From an optimization exercise on the open Yosys and OpenROAD flow, aimed at small area and a short achievable clock period; shortcuts taken in it are not production practice.
At most, simulation tests tie the RTL to the original design; equivalence was not proved.
Power and IR drop assume default switching activity.

## v6
## radix3_fft
module radix3_fft(
    input clk,
    input rst,
    input in_valid,
    input [31:0] a_re,
    input [31:0] a_img,
    input [31:0] b_re,
    input [31:0] b_img,
    input [31:0] c_re,
    input [31:0] c_img,
    output out_valid,
    output [31:0] ao_re,
    output [31:0] ao_img,
    output [31:0] bo_re,
    output [31:0] bo_img,
    output [31:0] co_re,
    output [31:0] co_img
    );
parameter [5:0] R1 = 6'b011111;     
parameter [5:0] R2 = 6'b011111;     
parameter [4:0] RM = 5'b10111;      
parameter [5:0] R3 = 6'b011111;     
function integer cnt;
    input [31:0] x;
    integer i;
    begin
        cnt = 0;
        for (i = 0; i < 32; i = i + 1) cnt = cnt + x[i];
    end
endfunction
localparam L1 = cnt(R1);
localparam L2 = cnt(R2);
localparam LM = cnt(RM);
localparam L3 = cnt(R3);
localparam LMID = (L2 > LM) ? L2 : LM;
localparam LAT = L1 + LMID + L3;
reg [LAT-1:0] v;
always @(posedge clk) begin
    if (rst)
        v <= {LAT{1'b0}};
    else
        v <= {v[LAT-2:0], in_valid};
end
assign out_valid = v[LAT-1];
wire [31:0] s_re, s_img, d_re, d_img, a1_re, a1_img;
r3_pair #(.R(R1)) P1R (.clk(clk), .x(b_re),  .y(c_re),  .zp(s_re),  .zm(d_re));
  ...
Size: ~12000 cells after synthesis, roughly 390 I/O pins, about 130000 sq um of cells after synthesis.
clock: 5.0 ns
lec_check: 0
cap_margin: 20
core_margin: 2
core_utilization: 40
setup_slack_margin: 1.7
slew_margin: 20
run.sh (not shown) runs the stock make flow with config.mk's settings and CLKGATE_MAP_FILE= SYNTH_SCRIPT=/design/flow/synth_recipe.tcl, a recipe that flattens the netlist after the stock synthesis.
Input-level comparison between v7 and v6:
- CTS_BUF_LIST newly set to sky130_fd_sc_hd__clkbuf_8
- SETUP_SLACK_MARGIN changed from 1.7 to 2.1
[summary]
Diff v6 -> v7 | number of H-tree branching levels | increase of 1
Re first-pass GRT wire length: v7 and v6 aren't equal, and the higher value belongs to v7.
When v7 is measured against v6, its later-pin clock latency in the skew report turns out 0.21 ns higher.
Per the comparison of v7 with v6, count of instances resized after the clock tree is built has increased; fraction of the yosys area taken by sequential cells has remained practically unchanged; wire length +2.1%; worst slack after detailed placement rose 0.16 ns.


lane 1:
Another version of the RTL of radix3_fft (not shown whole).
Size in the first run: roughly 120000 sq um of cells after synthesis.
clock: 5.0 ns
lec_check: 0
cap_margin: 20
core_margin: 2
core_utilization: 40
cts_cluster_diameter: 80
cts_cluster_size: 24
setup_slack_margin: 2.3
slew_margin: 20
Lane 1 reached the end of the flow, and the finished layout is clean on the timing, design-rule and antenna checks.
The following lists how lane 2 was set up differently from lane 1:
diff --git a/flow/config.mk b/flow/config.mk
--- a/flow/config.mk
+++ b/flow/config.mk
@@ -10,4 +10,4 @@
 export CORE_UTILIZATION = 40
-export CTS_CLUSTER_DIAMETER = 80
-export CTS_CLUSTER_SIZE = 24
+export CTS_CLUSTER_DIAMETER = 100
+export CTS_CLUSTER_SIZE = 30
 export SETUP_SLACK_MARGIN = 2.3
No stage failed in lane 1, and the final checks on the layout all came back clean.
Lane 2 completed end to end with timing, DRC and antenna clean.
Final hold slack (lower): lane 1
In lane 2 relative to lane 1, fill cell total of the finished layout had gone up slightly.
Post-route standard cell area excluding fillers delta for lane 2 relative to lane 1: 0.56% lower
[lane 2 vs lane 1] switching share of total power: higher in lane 2
In the tables for lane 2 and lane 1, count of clock-buffer cells in the layout reads higher with lane 1.
Total power of lane 2 is lower than that of lane 1.
Required time of the critical path, lane 2 and lane 1, lower one = lane 2.
Re clock tree skew after final layout: lane 2 and lane 1 aren't equal, and the higher value belongs to lane 1.
Looking at proportion of cell area occupied by multi-input gates, lane 2 sits 0.25 points above lane 1.
There was hardly any difference in routed length per instance between lane 2 and lane 1.


radix3_fft, a different RTL version from the one above (not shown whole).
For scale: about 12,000 cells after synthesis, roughly 390 I/O pins, roughly 130,000 um2 of cells after synthesis.
make LEC_CHECK=0 CAP_MARGIN=20 CORE_MARGIN=2 CORE_UTILIZATION=48 CTS_BUF_LIST=sky130_fd_sc_hd__clkbuf_8 CTS_CLUSTER_DIAMETER=60 CTS_CLUSTER_SIZE=16 PLACE_DENSITY=0.7 SETUP_SLACK_MARGIN=2.5 SLEW_MARGIN=20 SYNTH_HIERARCHICAL=1 finish   # period 5.0 ns
Then changed:
CORE_UTILIZATION = 40   (was 48)
Result:
- total power is lower by 0.79%
- cell count climbs by 4.7%
- sequential cell count is unchanged
- sequential share of layout area went down by 0.17 points
- hold slack gets better by 23 ps
- area after synthesis is unchanged
- first-iteration DRC count rises by 13%


Another version of the RTL of radix3_fft (not shown whole).
Size: roughly 3200 flip-flops, ~390 I/O pins, roughly 0.13 sq mm of cells after synthesis.
Settings: LEC_CHECK=0, CAP_MARGIN=20, CORE_MARGIN=2, CORE_UTILIZATION=40, SETUP_SLACK_MARGIN=1.5, SLEW_MARGIN=20; clock period 5.0 ns.
Then changed:
SETUP_SLACK_MARGIN = 2.5   (was 1.5)
Result:
- The changed run completed without violations
- register-to-register slack improved by 0.08 ns
- utilization came out higher by 4.4 points
- sequential cell count is unchanged
- synthesized area stays the same
No run of this note included a check of the RTL's function; only the layout flow was run.


fjord:
RTL: one of the versions met above, not the one the previous note started from.
For scale: roughly 0.13 mm^2 of cells after synthesis.
export LEC_CHECK = 0
export CAP_MARGIN = 20
export CORE_MARGIN = 2
export CORE_UTILIZATION = 55
export CTS_BUF_LIST = sky130_fd_sc_hd__clkbuf_8
export CTS_CLUSTER_DIAMETER = 60
export CTS_CLUSTER_SIZE = 16
export PLACE_DENSITY = 0.7
export SETUP_SLACK_MARGIN = 2.5
export SLEW_MARGIN = 20
export SYNTH_HIERARCHICAL = 1
create_clock -name core_clock -period 5.0 [get_ports {clk}]
fjord: flow completed, timing, DRC and antenna clean
Here is what was changed in the inputs of onyx compared with fjord.
- a change of SETUP_SLACK_MARGIN from 2.5 to 2.45
- a change of CORE_UTILIZATION from 55 to 40
==> comparison <==
Looking at power attributed to the clock group, onyx sits about 16% higher than fjord does. Comparing onyx against fjord, there is no change at all in number of flip-flops and latches. Looking at upper clock frequency limit, onyx sits about 0.7% below fjord. Going from fjord to onyx, the sequential share of layout area was found to have gone down by 0.51 points. Relative to fjord, share of final-layout standard cells stronger than drive strength 1 has gone down in onyx. Sum of routed wire length over all layers shrinks by a few percent when moving from fjord to onyx. Length of routed met2 wiring for onyx is lower than for fjord.
Changes in juniper relative to onyx:
- SETUP_SLACK_MARGIN now 2.55, was 2.45
- CTS_BUF_LIST no longer set, was sky130_fd_sc_hd__clkbuf_8
- CORE_UTILIZATION now 55, was 40
## What came out
- The detailed-routing wirelength on met1 number comes out higher for juniper vs onyx.
- Fraction of final layout cells sized beyond drive strength 1 delta for juniper relative to onyx: 1.4 points higher
- Worst-path maximum fanout in juniper is 3 higher than in onyx
- Of the two values seen for capturing element of the worst setup path, P3R.F.gC0.C0.g_reg.r[66]$_DFF_P_ was produced by juniper and ao_re[5] by onyx.
For willow, these inputs were changed with respect to juniper:
- a change of SETUP_SLACK_MARGIN from 2.55 to 2.5
- a change of PLACE_DENSITY from 0.7 to 0.75
- an added CTS_BUF_LIST of sky130_fd_sc_hd__clkbuf_8
- a change of CORE_UTILIZATION from 55 to 65
==> comparison <==
- willow completed; timing, DRC and antenna clean
- Relative to juniper, fraction of the cycle the final worst path needs has increased by 1.6 points in willow.
- willow: clock group share of total power lower than juniper
- On layout overhead on the synthesized area, the higher figure sits with juniper, not willow.
- Between juniper and willow, the cell count went down.
- Post-layout utilization of the core, juniper and willow: higher on willow
- Global-route total usage across every layer: willow > juniper
- juniper has higher register-to-register setup slack than willow.
- Worst hold slack across all endpoints of willow is on par with juniper.
- Compared willow vs juniper, and instance count on the critical path is down in willow.
- Fraction of layout instances using a drive strength above 1 came out lower on willow than on juniper.
- Compare juniper and willow | sum of internal, switching and leakage power higher: juniper

## port drivers added, routing unchanged
Ports are ideal in the flow. The routed layouts listed here were re-timed in OpenROAD.
Step 1 sets driving cells, clkbuf_16 on the clock port and buf_2 on the other inputs (assumed; they add their load-dependent delay and slew).
Step 2 times the ports against the registers' clock, not the clock port: input delays grow and output delays shrink by t, the midpoint of the rising clock arrivals with the driver on.
Slacks: ideal ports / drivers / drivers and shift; pairs: ideal ports / drivers.
| run | t, ns | slack for setup (ns) | slew at the worst register clock pin (ns) | worst slew at a driven data input, ns |
|---|---|---|---|---|
| v6 | 0.994 | 1.752 / 1.752 / 1.111 | 0.07 / 0.07 | 0.15 |
| v7 | 1.200 | 1.870 / 1.870 / 1.357 | 0.07 / 0.07 | 0.16 |
| lane 1 | 0.981 | 2.183 / 2.183 / 1.472 | 0.10 / 0.10 | 0.14 |
| lane 2 | 0.949 | 2.086 / 2.086 / 1.471 | 0.12 / 0.12 | 0.14 |
| the first run of note 3 | 1.103 | 2.494 / 2.402 / 1.694 | 0.10 / 0.10 | 0.12 |
| the second run of note 3 | 1.142 | 2.469 / 2.372 / 1.733 | 0.11 / 0.11 | 0.09 |
| the first run of note 4 | 0.987 | 1.533 / 1.533 / 0.792 | 0.07 / 0.07 | 0.06 |
| the second run of note 4 | 1.004 | 1.618 / 1.618 / 1.530 | 0.07 / 0.07 | 0.18 |
| fjord | 1.139 | 2.473 / 2.378 / 1.674 | 0.11 / 0.11 | 0.12 |
| onyx | 1.150 | 2.455 / 2.359 / 1.731 | 0.11 / 0.11 | 0.10 |
| juniper | 1.008 | 2.548 / 2.518 / 1.704 | 0.07 / 0.07 | 0.13 |
| willow | 1.124 | 2.470 / 2.380 / 1.703 | 0.11 / 0.11 | 0.07 |
After both steps setup and hold are still met in every run listed. For juniper, which loses most, drivers alone change the setup slack by -0.030 ns; drivers and shift together by -0.844 ns.
